From an optimization exercise on the open Yosys and OpenROAD flow, aimed at small area; shortcuts taken in it are not production practice. The RTL was checked by simulation tests, not by an equivalence proof against the original design. No activity file was given, so power comes from the tool's default toggle rates.

==> flow/design.v <==
`timescale 1ns / 1ps
module ALU_16(A, B, C, Opcode, Flags);
	input [15:0] A, B;
	input [7:0] Opcode;
	output [15:0] C;
	output [4:0] Flags;    
	wire oADD  = (Opcode == 8'h05) | (Opcode == 8'h50);
	wire oADDC = (Opcode == 8'h07);
	wire oADDU = (Opcode == 8'h06) | (Opcode == 8'h60) | (Opcode == 8'h0E) | (Opcode == 8'hE0);
	wire oSUB  = (Opcode == 8'h09) | (Opcode == 8'h90);
	wire oCMPS = (Opcode == 8'h0B) | (Opcode == 8'hB0);
	wire oCMPU = (Opcode == 8'h0D);
	wire oSHL  = (Opcode == 8'h84) | (Opcode == 8'h80) | (Opcode == 8'h86);
	wire oSHR  = (Opcode == 8'h0A) | (Opcode == 8'h82);
	wire oAND  = (Opcode == 8'h01);
	wire oOR   = (Opcode == 8'h02);
	wire oXOR  = (Opcode == 8'h03);
	wire oNOT  = (Opcode == 8'h20);
	wire oWAIT = (Opcode == 8'h00);
	wire oCMP = oCMPS | oCMPU;
	wire sub = oSUB | oCMP;
	wire oSUM = oADD | oADDC | oADDU | oSUB;
	wire [15:0] b = B ^ {16{sub}};
	wire [16:0] c;
	wire [15:0] s;
	assign c[0] = sub;
	genvar i;
	generate
		for (i = 0; i < 16; i = i + 1) begin : add
			assign s[i] = A[i] ^ b[i] ^ c[i];
			assign c[i+1] = (A[i] & b[i]) | (A[i] & c[i]) | (b[i] & c[i]);
		end
	endgenerate
	wire ovf = c[15] ^ c[16];
	wire zero = (s == 16'b0);
	wire [15:0] x, xr, y, yr;
	generate
		for (i = 0; i < 16; i = i + 1) begin : rev
			assign xr[i] = A[15-i];
			assign yr[i] = y[15-i];
		end
	endgenerate
	assign x = oSHR ? xr : A;
	assign y = (x << B[3:0]);
	wire big = (B[15:4] != 12'b0);
	wire [15:0] sh = ({16{oSHR & ~big}} & yr) | ({16{oSHL & ~big}} & y);
	assign C = ({16{oSUM}} & s)
		| sh
		| lg;
	wire t3 = oAND | oOR, t2 = oOR | oXOR, t1 = oOR | oXOR | oNOT, t0 = oNOT;
	wire [15:0] lg;
	generate
		for (i = 0; i < 16; i = i + 1) begin : lgc
			assign lg[i] = A[i] ? (B[i] ? t3 : t2) : (B[i] ? t1 : t0);
		end
	endgenerate
	assign Flags[4] = ((oADD | oADDU) & c[16]) | (oADDC & ovf);
	assign Flags[3] = oCMP & ~c[16];
	assign Flags[2] = oADD & ovf;
	assign Flags[1] = ((oSUM | oCMP) & zero) | oWAIT;
	assign Flags[0] = oCMPS & (s[15] ^ ovf);
endmodule
`timescale 1ns / 1ps
module regfile(clk, rst, Rdest, Rsrc, EnableWrite, write, A, B);
	input clk, rst, EnableWrite;
	input [3:0] Rdest, Rsrc;
	input [15:0] write;
	output reg [15:0] A, B;
	reg [15:0] R [0:15];
	reg [15:0] valid;
	wire [15:0] decA = 16'b1 << Rdest;
	wire [15:0] decB = 16'b1 << Rsrc;
	wire [15:0] we = decA & {16{EnableWrite}};
	integer i;
	always @* begin
		A = 16'b0;
		B = 16'b0;
		for (i = 0; i < 16; i = i + 1) begin
			A = A | ({16{decA[i] & valid[i]}} & R[i]);
			B = B | ({16{decB[i] & valid[i]}} & R[i]);
		end
	end
	always @(posedge clk, posedge rst) begin
		if (rst)
			valid <= 16'b0;
		else
			valid <= valid | we;
	end
	genvar g;
	generate
		for (g = 0; g < 16; g = g + 1) begin : regs
			always @(posedge clk)
				if (we[g])
					R[g] <= write;
		end
	endgenerate
endmodule
`timescale 1ns / 1ps
module CPU(clk, nextInstruction, rst, Flags, OUT, aluOutput, mem_rdata, mem_wdata, mem_we, REGA, REGB, ADDRA, FULLOP);
	input clk, rst;
	input [15:0] mem_rdata;
	output [9:0] nextInstruction, ADDRA;
	output [4:0] Flags;
	output [15:0] OUT, aluOutput, mem_wdata, REGA, REGB, FULLOP;
	output mem_we;
	reg [15:0] FullOp, NextIns, WB;
	reg [9:0] PC, addr;
	reg s0, s1;
	reg L;           
	wire sD = ~s0 & ~s1;     
	wire sR = s0 & s1;       
	wire dec = sD | sR;
	wire fet = s0 & ~s1;
	wire exe = ~s0 & s1;
	wire [7:0] op  = {FullOp[15:12], FullOp[7:4]};
	wire [7:0] nop = {NextIns[15:12], NextIns[7:4]};
	wire extz = (FullOp[7:4] == 4'b0);
	wire isSTORE = (op == 8'h44);
	wire isLOAD  = (op == 8'h40);
	wire isJ     = (op == 8'h48) | (op == 8'h4C);
	wire isCMP   = (op == 8'h0B) | (op == 8'hB0) | (op == 8'h0D);
	wire noWrite = isSTORE | isCMP | (op == 8'h00) | (op == 8'h4C);
	wire WriteReg = sD & ~noWrite;
	wire [15:0] ra, rb;
	wire [15:0] bop = extz ? {12'b0, FullOp[3:0]} : rb;
	regfile RegFile(.clk(clk), .rst(rst), .Rdest(FullOp[11:8]), .Rsrc(FullOp[3:0]),
		.EnableWrite(WriteReg), .write(WB), .A(ra), .B(rb));
	ALU_16 ALU(.A(ra), .B(bop), .C(aluOutput), .Opcode(op), .Flags(Flags));
	assign nextInstruction = PC;
	assign ADDRA = addr;
	assign OUT = WB;
	assign mem_wdata = WB;
	assign mem_we = sD & isSTORE;
	assign REGA = ra;
	assign REGB = bop;
	assign FULLOP = FullOp;
	wire njump = sD & ((nop == 8'h48) | ((nop == 8'h4C) & ~L));
	wire [9:0] pc1 = PC + 10'd1;
	always @(posedge clk)
		if (fet)
			NextIns <= mem_rdata;
	wire aRB = njump | (fet & isLOAD);
	wire aPC = dec & ~njump;
	wire aRA = exe & isSTORE;
	wire aEN = aRB | aPC | aRA;
	wire [9:0] addr_n = ({10{aRB}} & rb[9:0]) | ({10{aPC}} & pc1) | ({10{aRA}} & ra[9:0]);
	wire pJ = exe & isJ;
	wire [9:0] PC_n = ({10{aPC}} & pc1) | ({10{pJ}} & rb[9:0]);
	wire [15:0] WB_n = aluOutput | ({16{isSTORE}} & rb) | ({16{isLOAD}} & mem_rdata)
		| ({16{isJ}} & {6'b0, PC});
	always @(posedge clk, posedge rst) begin
		if (rst) begin
			s0 <= 1'b1;
			s1 <= 1'b1;
			FullOp <= 16'b0;
			WB <= 16'b0;
			PC <= 10'h3FF;
			addr <= 10'b0;
			L <= 1'b0;
		end else begin
			s0 <= dec;
			s1 <= fet;
			if (sD)
				FullOp <= NextIns;
			if (aEN)
				addr <= addr_n;
			if (aPC | pJ)
				PC <= PC_n;
			if (fet & isCMP)
				L <= Flags[3];
			if (exe)
				WB <= WB_n;
		end
	end
endmodule
==> flow/flow/run.sh <==
#!/bin/bash
# Own layout flow: the standard layout with these changes.
#  1. synthesis (my_synth.tcl) is the standard synthesis except that Yosys's
#     extract_fa step is skipped and abc maps the logic with flow/area.abc,
#     an area-oriented script; the registers are those of the standard synthesis.
#  2. port buffers are buf_1 cells instead of the default.
#  3. the resize step's repair uses only drive strengths 1 and 2 (pre_resize.tcl).
#  4. CTS uses clkbuf_8 buffers, clusters of up to 12 sinks and no dummy loads.
# Each tool's output goes to a log file in this folder.
set -euo pipefail
W=$PWD
F=$W/flow
MY_NO_FA=1 make -C "$FLOW_HOME" DESIGN_CONFIG=$W/config.mk WORK_HOME=$W/orfs CLKGATE_MAP_FILE= \
  SYNTH_SCRIPT=$F/my_synth.tcl MY_ABC_SCRIPT=$F/area.abc synth > $W/synth.log 2>&1
export PRE_RESIZE_TCL=$F/pre_resize.tcl
export BUFFER_PORTS_ARGS="-buffer_cell sky130_fd_sc_hd__buf_1"
export CTS_ARGS="-sink_clustering_enable -repair_clock_nets -buf_list sky130_fd_sc_hd__clkbuf_8 -dont_use_dummy_load -sink_clustering_size 12 -sink_clustering_max_diameter 60"
bash $W/standard.sh > $W/layout.log 2>&1
==> flow/flow/area.abc <==
strash
dc2
&get -n
&st
&dch -f
&nf -a -p -R 1000
&put
topo
==> flow/flow/my_synth.tcl <==
proc synth {args} { yosys synth -nofsm -noshare {*}$args }
set f [open $::env(SCRIPTS_DIR)/synth.tcl]; set t [read $f]; close $f
set old {log_cmd abc {*}$abc_args}
if { [string first $old $t] < 0 } { error "abc call not found in synth.tcl" }
set t [string map [list $old {log_cmd abc {*}[lreplace $abc_args 1 1 $::env(MY_ABC_SCRIPT)]}] $t]
if { [info exists ::env(MY_NO_FA)] && $::env(MY_NO_FA) } {
  set old2 {extract_fa {*}[dont_use_extract_fa_args]}
  if { [string first $old2 $t] < 0 } { error "extract_fa call not found in synth.tcl" }
  set t [string map [list $old2 {}] $t]
}
set p $::env(OBJECTS_DIR)/synth_patched.tcl
set f [open $p w]; puts -nonewline $f $t; close $f
source $p
# left out here: clear keep_hierarchy, flatten, clean up, hide names made inside functions, write 1_2_yosys.v
==> flow/flow/pre_resize.tcl <==
# Sourced before the resize step (3_4): repair_design may use only the
# smallest drive strengths, which mends slew and capacitance with less area.
set_dont_use {sky130_fd_sc_hd__*_4 sky130_fd_sc_hd__*_6 sky130_fd_sc_hd__*_8 sky130_fd_sc_hd__*_12 sky130_fd_sc_hd__*_16}
==> flow/standard.sh <==
#!/bin/bash
# synth_recipe.tcl (not shown) runs the flow's synth.tcl, then flattens the netlist and writes it again
# the make line also repeats each setting of config.mk as NAME=value (left out here)
make -C /OpenROAD-flow-scripts/flow DESIGN_CONFIG=/design/flow/config.mk WORK_HOME=/design/flow/orfs CLKGATE_MAP_FILE= SYNTH_SCRIPT=/design/flow/synth_recipe.tcl "${@:-finish}"
==> flow/config.mk <==
export PLATFORM = sky130hd
export DESIGN_NAME = CPU
export DESIGN_NICKNAME = CPU
export VERILOG_FILES = /design/flow/design.v
export SDC_FILE = /design/flow/constraint.sdc
export NUM_CORES = 4
export LEC_CHECK = 0
export ABC_AREA = 1
export CAP_MARGIN = 0
export CORE_MARGIN = 2
export CORE_UTILIZATION = 40
export GPL_TIMING_DRIVEN = 0
export PLACE_DENSITY = 0.6
export SLEW_MARGIN = 0
==> flow/constraint.sdc <==
create_clock -name core_clock -period 12.0 [get_ports {clk}]
set_input_delay 2.4000 -clock core_clock [delete_from_list [all_inputs] [get_ports {clk}]]
set_output_delay 2.4000 -clock core_clock [all_outputs]
set_load 0.01 [all_outputs]
==> impl_metrics.json, run 1 <==
{
  "grt_usage_pct": 30.64,
  "grt_pass1_vias": 13430,
  "syn_inst": 1304,
  "rows": 74,
  "vias": 14150,
  "rsz0062_at_grt": "no",
  "cp_common_cell": "o21ai_0",
  "crit_path_end_kind": "output pin",
  "design.die.area_sq_um": 42520,
  "hold_path_class": "reg2reg",
  "clk_pin_slew_ps": 80,
  "antenna_found_initial": 1,
  "hold_buffers": 0,
  "wl_per_cell_um": 31.69,
  "fin_skew_ps": 75.10,
  "vdd_ir_drop_max_v": 0.00006068,
  "finalSetupViolCount": 0,
  "finalNonFillerCells": 2066,
  "worst_path_max_delay_cell": "and3_1",
  "final_max_slew_viol_count": 0,
  "synth_flop_cell": "edfxtp_1",
  "clock-sinks": 343,
  "fin_nets": 1554,
  "p_leak_nw": 6.324,
  "grt_pass1_wl_um": 93330,
  "dp_slack_ps": 532.3,
  "place_hpwl_um": 45130,
  "drt_pass1_iterations": 8,
  "io_buffers": 139,
  "syn_avg_cell_area_sq_um": 12.54,
  "num_io_pins": 140,
  "synth_nets": 1322,
  "synth_top_cell_area_share_pct": 49.94,
  "drtIter0Drc": 2815,
  "yosysSeqAreaShare_pct": 60.89,
  "cts_buffer_depth": 3,
  "crit_type": "reg2out",
  "placed_area_sq_um": 17940,
  "status": "finished clean",
  "htreeDepth": 2,
  "period_needed_ps": 11590,
  "cp-start-kind": "register",
  "synth_area_leaders": "edfxtp_1, dfrtp_1, a222oi_1",
  "maxCapViolCount": 0,
  "crit_arrival_ps": 9190,
  "synth_top_area_cell": "edfxtp_1",
  "cp_max_fo": 29,
  "cpPeakStageDelay_ps": 1130,
  "grt_max_degree": 43,
  "wl_um": 65470,
  "yosysUniqueCellTypes": 49,
  "layout_setup_ws_ps": 406.5,
  "async_flop_share_pct": 20.70,
  "power_density_nw_per_um2": 104.4,
  "finalCritPeriodShare_pct": 96.61,
  "synth-edff-count": 272,
  "dp.cells": 2029,
  "ctsResizeCount": 3,
  "antenna-diode-count": 0,
  "cts_root_buf": "clkbuf_8",
  "remaining_drc_errors": 0,
  "fillers": 3735,
  "avgViaCountPerCell": 6.848,
  "ys_warn_count": 3,
  "syn_area_sq_um": 16360,
  "globalplace.congestion": 0.9285,
  "cts_buffers": 36,
  "fp.dieH_um": 206.2,
  "drive_above_1_share_pct": 10.95,
  "slew_headroom_pct": 7.977,
  "ys_seq_elements": 343,
  "max_freq_mhz": 86.26,
  "fin_area_sq_um": 18480,
  "gr-total-overflow": 0,
  "area_delta_synth_final_pct": 13.00,
  "initial_utilization_pct": 40.33,
  "required_ps": 9600,
  "die_w_um": 206.2,
  "postRouteAntennaNets": 0,
  "cts_tree": "built",
  "tightest_slew_ps": 1380,
  "clk_latency_ps": 570,
  "cts_setup_buffers": 0,
  "hold_viol_final": 0,
  "core_area_sq_um": 40550
}
path summary, 6_finish.rpt:
path / end / startpoint / cells past startpoint / slack, ps
hold reg to reg: FullOp[8]$_DFFE_PP0P_ / NextIns[8]$_DFFE_PP_ / 1 / 450
setup reg to reg: WB[15]$_DFFE_PP0P_ / FullOp[3]$_DFFE_PP0P_ / 30 / 3360
max in group asynchronous: WB[10]$_DFFE_PP0P_ / rst / 3 / 8720
setup / recovery: Flags[1] / FullOp[3]$_DFFE_PP0P_ / 30 / 410
hold / removal: FullOp[8]$_DFFE_PP0P_ / NextIns[8]$_DFFE_PP_ / 1 / 450
min in group asynchronous: addr[2]$_DFFE_PP0P_ / rst / 2 / 1830
state kept, by name, summed over array words and instances (netlist names):
signal,cells
FullOp,16
PC,10
L,1
addr,10
RegFile.valid,16
s1,1
WB,16
RegFile.R,256
s0,1
NextIns,16
stage by stage:
step | power (mW) | setup TNS (ps) | hold WS, ps | util (%)
3_3_place_gp | 1.304 | -13300 | 441.1 | 43.26
4_1_cts | 1.929 | 0 | 455.3 | 45.47
6_report | 1.929 | 0 | 453.8 | 45.58
5_1_grt | 1.979 | 0 | 475.5 | 45.58
3_5_place_dp | 1.304 | 0 | 449.3 | 44.24
2_1_floorplan | 1.297 | 0 | 439.0 | -
critical path, delay by kind of cell (launching register included):
| kind | cells | cell delay (ps) |
|---|---|---|
| AOI/OAI and AO/OA | 16 | 3360 |
| and+or+nand+nor | 9 | 3040 |
| DFF | 1 | 850 |
| muxes | 1 | 510 |
| xor gates and xnor gates | 2 | 390 |
| adders and majority gates | 1 | 280 |
| buffers and inverters | 1 | 190 |
power by group:
group | internal (mW) | switching, mW
sequential | 1.27 | 0.0000734
combinational | 0.00141 | 0.00829
clock | 0.268 | 0.383
total | 1.54 | 0.391
Yosys cell counts (all sizes together), types with 10 or more instances:
library cell / count
and3: 27
and4: 18
o21ai: 28
buf: 16
nand4: 23
xnor2: 29
dfstp: 12
a221oi: 29
or2: 24
a21oi: 54
a222oi: 132
nand2: 138
mux2: 22
a31oi: 16
a22o: 12
nor3: 21
dfrtp: 59
clkinv: 20
nand3: 37
a22oi: 42
a221o: 10
nand2b: 24
mux2i: 37
nor2: 92
nor2b: 22
edfxtp: 272
layer usage:
layer  global-route usage, %  share of wire (%)  routed length [um]  vias to the layer above
met5                       0                  0                   0                        -
met4                   15.23                5.8                3820                        0
met3                   8.042                 13                8825                      248
met2                   47.62                 44               28920                     1153
met1                   39.71                 37               23900                     6860
li1                        -                  -                   -                     5886
placed cells by master, fill, tap and decap left out, types with 14 or more instances in the layout:
cell        n
a22oi_1    42
or2_0      24
edfxtp_1  272
clkbuf_8   36
nor2_1     77
buf_2      54
nand3_1    36
a31oi_1    16
nand4_1    23
xnor2_1    29
buf_1     139
dfrtp_1    58
a21oi_1    54
a222oi_1  132
o21ai_0    28
mux2_1     20
mux2i_1    36
nor3_1     16
and4_1     17
nand2b_1   24
buf_4      16
a221oi_1   29
nand2_1   138
nor2b_1    14
clkinv_1   18
and3_1     23
nor2_2     14
cells by family after synthesis:
kind of cell / count (synthesis) / share of synthesized area (%)
adders and majority gates: 1 / 0.06120
buffers and inverters: 36 / 1.193
muxes: 59 / 3.779
xor gates and xnor gates: 37 / 1.981
DFF: 343 / 60.89
AOI/OAI and AO/OA: 360 / 17.69
and+or+nand+nor: 468 / 14.40
final cells by class:
class                   count  area, sq um  area share (%)
clock buffers              36        495.5           2.681
multi-input cells         925         6356           34.39
repair buffers            194        807.0           4.366
flip-flops and latches    343         9961           53.89
well taps                 532        665.6           3.601
inverters                  20        77.57          0.4197
plain buffers              16        120.1          0.6499
==> inputs of run 2 (changes only) <==
--- a/flow/flow/run.sh
+++ b/flow/flow/run.sh
@@ -6,5 +6,5 @@
 #  2. port buffers are buf_1 cells instead of the default.
 #  3. the resize step's repair uses only drive strengths 1 and 2 (pre_resize.tcl).
-#  4. CTS uses clkbuf_8 buffers, clusters of up to 12 sinks and no dummy loads.
+#  4. CTS uses clkbuf_8 buffers, clusters of up to 16 sinks and no dummy loads.
 # Each tool's output goes to a log file in this folder.
 set -euo pipefail
@@ -15,4 +15,4 @@
 export PRE_RESIZE_TCL=$F/pre_resize.tcl
 export BUFFER_PORTS_ARGS="-buffer_cell sky130_fd_sc_hd__buf_1"
-export CTS_ARGS="-sink_clustering_enable -repair_clock_nets -buf_list sky130_fd_sc_hd__clkbuf_8 -dont_use_dummy_load -sink_clustering_size 12 -sink_clustering_max_diameter 60"
+export CTS_ARGS="-sink_clustering_enable -repair_clock_nets -buf_list sky130_fd_sc_hd__clkbuf_8 -dont_use_dummy_load -sink_clustering_size 16 -sink_clustering_max_diameter 60"
 bash $W/standard.sh > $W/layout.log 2>&1
==> run 2 against run 1 <==
  * Worst setup slack gained 82 ps
  * Design area shrank 0.41%
  * Sequential share of layout area grew 0.22 points
  * Worst hold slack lost 10 ps
  * Clock skew grew 18 ps
  * Flip-flop and latch count is the same
  * Sequential power is essentially flat
  * Final cell count shrank 0.29%
  * Critical endpoint unchanged
  * Highest routed layer unchanged
==> impl_metrics.json, run 2 <==
{
  "fp.dieH_um": 206.2,
  "async_flop_share_pct": 20.70,
  "cts_root_buf": "clkbuf_8",
  "finalCritPeriodShare_pct": 95.93,
  "yosysUniqueCellTypes": 49,
  "maxCapViolCount": 0,
  "placed_area_sq_um": 17940,
  "clk_latency_ps": 650,
  "postRouteAntennaNets": 0,
  "pwr-share-clk_pct": 31.6,
  "die_w_um": 206.2,
  "dp.cells": 2029,
  "cpPeakStageDelay_ps": 710,
  "synth_area_leaders": "edfxtp_1, dfrtp_1, a222oi_1",
  "switchingPower_mw": 0.3765,
  "crit_arrival_ps": 9110,
  "fillers": 3757,
  "drtIter0Drc": 2737,
  "syn_avg_cell_area_sq_um": 12.54,
  "rsz0062_at_grt": "no",
  "drive_above_1_share_pct": 10.67,
  "syn_area_sq_um": 16360,
  "crit_path_end_kind": "output pin",
  "io_buffers": 139,
  "antenna-diode-count": 0,
  "wl_um": 65420,
  "clock-sinks": 343,
  "cts_tree": "built",
  "max_freq_mhz": 86.87,
  "ys_warn_count": 3,
  "hold_viol_final": 0,
  "synth_nets": 1322,
  "final_core_util_pct": 45.39,
  "synth.most_common_cell": "edfxtp_1",
  "htreeDepth": 1,
  "netSwitchingFraction_pct": 20.17,
  "wl_met2_um": 28790,
  "dp_slack_ps": 532.3,
  "cts_buffer_depth": 3,
  "fin_nets": 1548,
  "status": "finished clean",
  "layout_common_cells": "edfxtp_1, buf_1, nand2_1, a222oi_1, nor2_1",
  "grt_pass1_wl_um": 93000,
  "r2r-start": "FullOp[2]$_DFFE_PP0P_",
  "place_hpwl_um": 45130,
  "cp_max_fo": 26,
  "top_register": "RegFile.R",
  "r2r_slack_ps": 3480,
  "vias": 14160,
  "num_io_pins": 140,
  "grt_pass1_vias": 13430,
  "remaining_drc_errors": 0,
  "area_delta_synth_final_pct": 12.54,
  "antenna_found_initial": 0,
  "grt_max_degree": 43,
  "globalplace.congestion": 0.9285,
  "gr-total-overflow": 0,
  "min-delay-start": "NextIns[10]$_DFFE_PP_",
  "power.internal_mw": 1.490,
  "register_area_sq_um": 9961,
  "p_leak_nw": 6.280,
  "cp_common_cell": "o21ai_0",
  "wl_per_cell_um": 31.76,
  "tightest_slew_ps": 1439,
  "setup_tns_ps": 0,
  "finalNonFillerCells": 2060,
  "cp-start-kind": "register",
  "rr_endpoint": "WB[15]$_DFFE_PP0P_",
  "required_ps": 9600,
  "grt_usage_pct": 30.49,
  "layout_commonest_cell": "edfxtp_1",
  "largest_reg_flops": 256,
  "clk_pin_slew_ps": 90,
  "hold_path_class": "reg2reg",
  "power_density_nw_per_um2": 101.4,
  "cts_buffers": 30,
  "synth_top_area_cell": "edfxtp_1",
  "min_path_cells": 1,
  "design.die.area_sq_um": 42520,
  "rows": 74,
  "avgViaCountPerCell": 6.873,
  "fin_skew_ps": 93.10,
  "wirelength_met1_um": 23370,
  "core_area_sq_um": 40550,
  "synth-edff-count": 272,
  "synth_common_cells": "edfxtp_1, nand2_1, a222oi_1",
  "period_needed_ps": 11510,
  "finalSetupViolCount": 0,
  "worst_path_max_delay_cell": "dfrtp_1",
  "synth_flop_cell": "edfxtp_1",
  "yosysSeqAreaShare_pct": 60.89,
  "pwr-share-comb_pct": 0.5,
  "vdd_ir_drop_max_v": 0.00006724,
  "crit_type": "reg2out",
  "syn_inst": 1304,
  "wl_met3_um": 9249,
  "slew_headroom_pct": 4.071,
  "ys_seq_elements": 343,
  "fin_area_sq_um": 18410,
  "layout_setup_ws_ps": 488.4,
  "hold_end": "FullOp[10]$_DFFE_PP0P_",
  "final_max_slew_viol_count": 0,
  "synth_top_cell_area_share_pct": 49.94,
  "multi_input_area_sq_um": 6362,
  "maxUsedRoutingLayer": "met4",
  "seqPwrFrac_pct": 67.9,
  "drt_pass1_iterations": 13,
  "worst-r2r-cell-count": 32,
  "initial_utilization_pct": 40.33
}
[run 2: changes by cell type in the layout (fill, tap and decap cells not counted)]
cell      change
nor2_2        -1
o21ai_1       +1
and3_1        -1
and3_2        +1
o21ai_0       -1
clkbuf_8      -6
nor2_4        +1
[run 2: what timing repair did]
action / CTS / global route
hold buffers: 0 / 0
gates resized for setup: 4 / 14
endpoints found under the setup margin: 1 / 4
setup buffers: 0 / 0
endpoints found under the hold margin: 0 / 0
[run 2: through the flow]
stage,hold WS (ps),total power [mW]
after CTS,440.5,1.871
after global placement,441.1,1.304
final,443.6,1.867
after floorplan,439.0,1.297
after detailed placement,449.3,1.304
after global routing,456.7,1.918
[run 2: how the worst max path moves through the flow]
| stage | startpoint | to | slack [ps] | cells after the start |
|---|---|---|---|---|
| after floorplan | FullOp[5]$_DFFE_PP0P_ | Flags[1] | 2030 | 30 |
| after global placement | FullOp[11]$_DFFE_PP0P_ | Flags[1] | -2020 | 28 |
| after detailed placement | FullOp[1]$_DFFE_PP0P_ | Flags[1] | 530 | 31 |
| after CTS | FullOp[1]$_DFFE_PP0P_ | Flags[1] | 120 | 31 |
| after global routing | FullOp[3]$_DFFE_PP0P_ | Flags[1] | 120 | 30 |
| final | FullOp[2]$_DFFE_PP0P_ | Flags[1] | 490 | 32 |
[run 2: area by class of cell]
class                      count  share of cell area (%)
tap                          532                   3.616
multi-input combinational    925                   34.57
timing repair buffer         194                   4.384
buffer                        16                  0.6526
clock buffer                  30                   2.243
sequential                   343                   54.12
inverter                      20                  0.4215
[run 2: critical path, delay by kind of cell (launching register included)]
family | cells | cell delay, ps
AOI/OAI and AO/OA | 16 | 3150
xor gates and xnor gates | 1 | 170
adders and majority gates | 1 | 280
buffers and inverters | 2 | 650
DFF | 1 | 710
muxes | 2 | 910
and+or+nand+nor | 10 | 2550
[run 2: metal layers]
layer  up-vias  track usage, %
li1       5856               -
met1      6859           39.06
met2      1178           47.71
met3       265           8.215
met4         0           15.26
met5         -               0
[run 2: power groups by stage]
stage	logic, mW	registers (mW)	clock network (mW)
after global placement	0.00974	1.29	0
final	0.00972	1.27	0.589
after CTS	0.0101	1.27	0.594
after global routing	0.0107	1.27	0.640
after detailed placement	0.0101	1.29	0
after floorplan	0.00352	1.29	0
[run 2: cells by family after synthesis]
family | Yosys count | share of synthesized area [%]
and+or+nand+nor | 468 | 14.40
AOI/OAI and AO/OA | 360 | 17.69
DFF | 343 | 60.89
muxes | 59 | 3.779
xor gates and xnor gates | 37 | 1.981
buffers and inverters | 36 | 1.193
adders and majority gates | 1 | 0.06120
==> inputs of run 3 (changes only) <==
--- a/flow/flow/run.sh
+++ b/flow/flow/run.sh
@@ -3,5 +3,5 @@
 #  1. synthesis (my_synth.tcl) is the standard synthesis except that Yosys's
 #     extract_fa step is skipped and abc maps the logic with flow/area.abc,
-#     an area-oriented script; the registers are those of the standard synthesis.
+#     an area-oriented script (AIG optimisation with &deepsyn for 60 s, then area mapping); the registers are those of the standard synthesis.
 #  2. port buffers are buf_1 cells instead of the default.
 #  3. the resize step's repair uses only drive strengths 1 and 2 (pre_resize.tcl).
==> flow/flow/area.abc (replaced) <==
strash
&get -n
&deepsyn -T 60
&put
dc2
&get -n
&st
&dch -f
&nf -a -p -R 1000
&put
topo
==> run 3 against run 2 <==
  * Still clean
  * Sequential power about the same
  * Final cell count decreased by 3.0%
  * Fmax decreased by 1.9%
  * Flip-flop and latch count unchanged
  * Clock skew decreased by 11 ps
  * Highest routed layer unchanged
==> impl_metrics.json, run 3 <==
{
  "status": "finished clean",
  "htreeDepth": 1,
  "gr-total-overflow": 0,
  "layout_commonest_cell": "edfxtp_1",
  "cts_tree": "built",
  "period_needed_ps": 11740,
  "cpPeakStageDelay_ps": 720,
  "fin_nets": 1494,
  "power_density_nw_per_um2": 103.2,
  "hold_buffers": 0,
  "fin_skew_ps": 81.76,
  "antenna_found_initial": 0,
  "cts_buffers": 30,
  "layout_setup_ws_ps": 264.4,
  "syn_area_sq_um": 16210,
  "grt_max_degree": 47,
  "die_w_um": 205.3,
  "crit_path_end_kind": "output pin",
  "synth_common_cells": "edfxtp_1, nand2_1, a222oi_1",
  "crit_type": "reg2out",
  "io_buffers": 139,
  "tightest_slew_ps": 1308,
  "grt_usage_pct": 30.51,
  "vdd_ir_drop_max_v": 0.00006663,
  "hold_viol_final": 0,
  "syn_avg_cell_area_sq_um": 12.71,
  "slew_headroom_pct": 12.14,
  "clk_pin_slew_ps": 100,
  "maxCapViolCount": 0,
  "top_register": "RegFile.R",
  "fillers": 3677,
  "syn_inst": 1275,
  "avgViaCountPerCell": 6.985,
  "cp_max_fo": 16,
  "initial_utilization_pct": 40.70,
  "synth_flop_cell": "edfxtp_1",
  "dp_slack_ps": -66.38,
  "final_max_slew_viol_count": 0,
  "wl_per_cell_um": 32.99,
  "crit_arrival_ps": 9340,
  "max_freq_mhz": 85.21,
  "p_leak_nw": 6.223,
  "grt_pass1_vias": 13090,
  "remaining_drc_errors": 0,
  "fin_area_sq_um": 18190,
  "synth_top_cell_area_share_pct": 50.40,
  "rows": 73,
  "clock-sinks": 343,
  "yosysUniqueCellTypes": 46,
  "num_io_pins": 140,
  "placed_area_sq_um": 17600,
  "antenna-diode-count": 0,
  "cp_common_cell": "maj3_1",
  "synth.most_common_cell": "edfxtp_1",
  "synth-edff-count": 272,
  "cp-start-kind": "register",
  "drive_above_1_share_pct": 10.38,
  "design.die.area_sq_um": 42140,
  "core_area_sq_um": 39820,
  "fp.dieH_um": 205.3,
  "finalSetupViolCount": 0,
  "ys_seq_elements": 343,
  "worst_path_max_delay_cell": "dfrtp_1",
  "area_delta_synth_final_pct": 12.25,
  "largest_reg_flops": 256,
  "async_flop_share_pct": 20.70,
  "cts_root_buf": "clkbuf_8",
  "synth_top_area_cell": "edfxtp_1",
  "layout_common_cells": "edfxtp_1, buf_1, nand2_1, a222oi_1",
  "wl_um": 65960,
  "hold_path_class": "reg2reg",
  "ys_warn_count": 3,
  "globalplace.congestion": 0.9463,
  "yosysSeqAreaShare_pct": 61.45,
  "vias": 13960,
  "finalCritPeriodShare_pct": 97.80,
  "cts_buffer_depth": 3,
  "synth_nets": 1293,
  "drtIter0Drc": 2659,
  "place_hpwl_um": 42340,
  "grt_pass1_wl_um": 92120,
  "required_ps": 9600,
  "clk_latency_ps": 670,
  "postRouteAntennaNets": 0,
  "drt_pass1_iterations": 9,
  "synth_area_leaders": "edfxtp_1, dfrtp_1, a222oi_1"
}
[run 3: changes by cell type after synthesis, moves of 12 or more]
cell      previous run  this run
nand2b_1            24         8
nand3_1             37        52
a22oi_1             42        57
and3_1              27        48
o21ai_0             28        45
a222oi_1           132       116
clkinv_1            20         7
nor2_1              92        71
nand4_1             23        11
[run 3: critical path: cells and delay by family, from the launching register on]
family	cells	cell delay (ps)
fa+ha+maj	9	3610
flops	1	720
simple gates	7	2040
xor+xnor	2	370
buf+inv	1	220
compound gates	7	1750
[run 3: cells by family (layout without fill, tap and decap cells)]
group	Yosys count	after routing	synth area share, %
buffers and inverters	23	222	0.9033
xor gates and xnor gates	44	44	2.378
DFF	343	343	61.45
adders and majority gates	9	9	0.5559
AOI/OAI and AO/OA	384	384	18.38
and+or+nand+nor	420	420	12.93
muxes	52	52	3.397
[run 3: final timing paths]
path | from | to | slack (ps) | depth (start not counted)
setup / recovery | FullOp[11]$_DFFE_PP0P_ | aluOutput[15] | 260 | 26
hold / removal | NextIns[10]$_DFFE_PP_ | FullOp[10]$_DFFE_PP0P_ | 470 | 1
setup reg to reg | FullOp[11]$_DFFE_PP0P_ | WB[15]$_DFFE_PP0P_ | 3040 | 27
hold reg to reg | NextIns[10]$_DFFE_PP_ | FullOp[10]$_DFFE_PP0P_ | 470 | 1
max in group asynchronous | rst | WB[8]$_DFFE_PP0P_ | 8760 | 3
min in group asynchronous | rst | RegFile.valid[6]$_DFF_PP0_ | 1730 | 2
[run 3: repair_timing]
item	4_1_cts	5_1_grt
setup buffers	0	2
gates resized for setup	22	39
endpoints found under the setup margin	7	6
[run 3: report_power, final]
group          total, mW  switching (mW)  internal, mW
sequential          1.27       0.0000659          1.27
combinational    0.00936         0.00795       0.00141
clock              0.601           0.380         0.222
[run 3: layer usage]
metal | vias to the layer above | share of wire (%) | global-route usage [%]
met4 | 0 | 5.1 | 13.67
met5 | - | 0 | 0
met2 | 1208 | 43 | 46.27
met3 | 243 | 15 | 9.123
met1 | 6799 | 37 | 40.46
li1 | 5714 | - | -
[run 3: cell type report]
class	count	area (sq um)	area share, %
multi-input combinational	909	6330	34.79
buffer	16	120.1	0.6602
clock buffer	30	412.9	2.270
timing repair buffer	169	676.9	3.721
inverter	7	36.28	0.1995
tap	525	656.9	3.611
sequential	343	9960	54.75
[run 3: through the flow]
step / power, mW / util, % / cells / setup TNS, ps / hold WS, ps
after global placement: 1.303 / 43.66 / 1939 / -24560 / 442.4
after floorplan: 1.297 / - / 1275 / 0 / 439.0
final: 1.878 / 45.68 / 1999 / 0 / 472.2
after detailed placement: 1.303 / 44.19 / 1967 / -114.3 / 448.7
after global routing: 1.916 / 45.68 / 1999 / -58.03 / 490.2
after CTS: 1.874 / 45.33 / 1997 / 0 / 472.1

## re-timing with driven ports
The flow's constraints put no driver on any port. The routed layouts listed below were extracted and timed again, unchanged, in two steps. Step 1: set_driving_cell puts a clkbuf_16 on clk and a buf_2 on each other input, an assumption about the parent block. Step 2 moves the port delays by t, midway between the first and last clock arrival at a register: inputs arrive t later, outputs are due t later. That takes back most of the time a late clock gives input paths. Three values: ideal ports, drivers, drivers and shift; two values: the first two.
run | t, ns | slack for setup (ns) | hold WS [ns] | worst setup path at the end
run 1 | 0.580 | 0.407 / 0.357 / 0.936 | 0.454 / 0.454 / 0.454 | register to output
run 2 | 0.652 | 0.488 / 0.439 / 1.092 | 0.444 / 0.444 / 0.444 | register to output
run 3 | 0.679 | 0.264 / 0.214 / 0.893 | 0.472 / 0.472 / 0.472 | register to output
After both steps setup and hold are still met in every run listed.
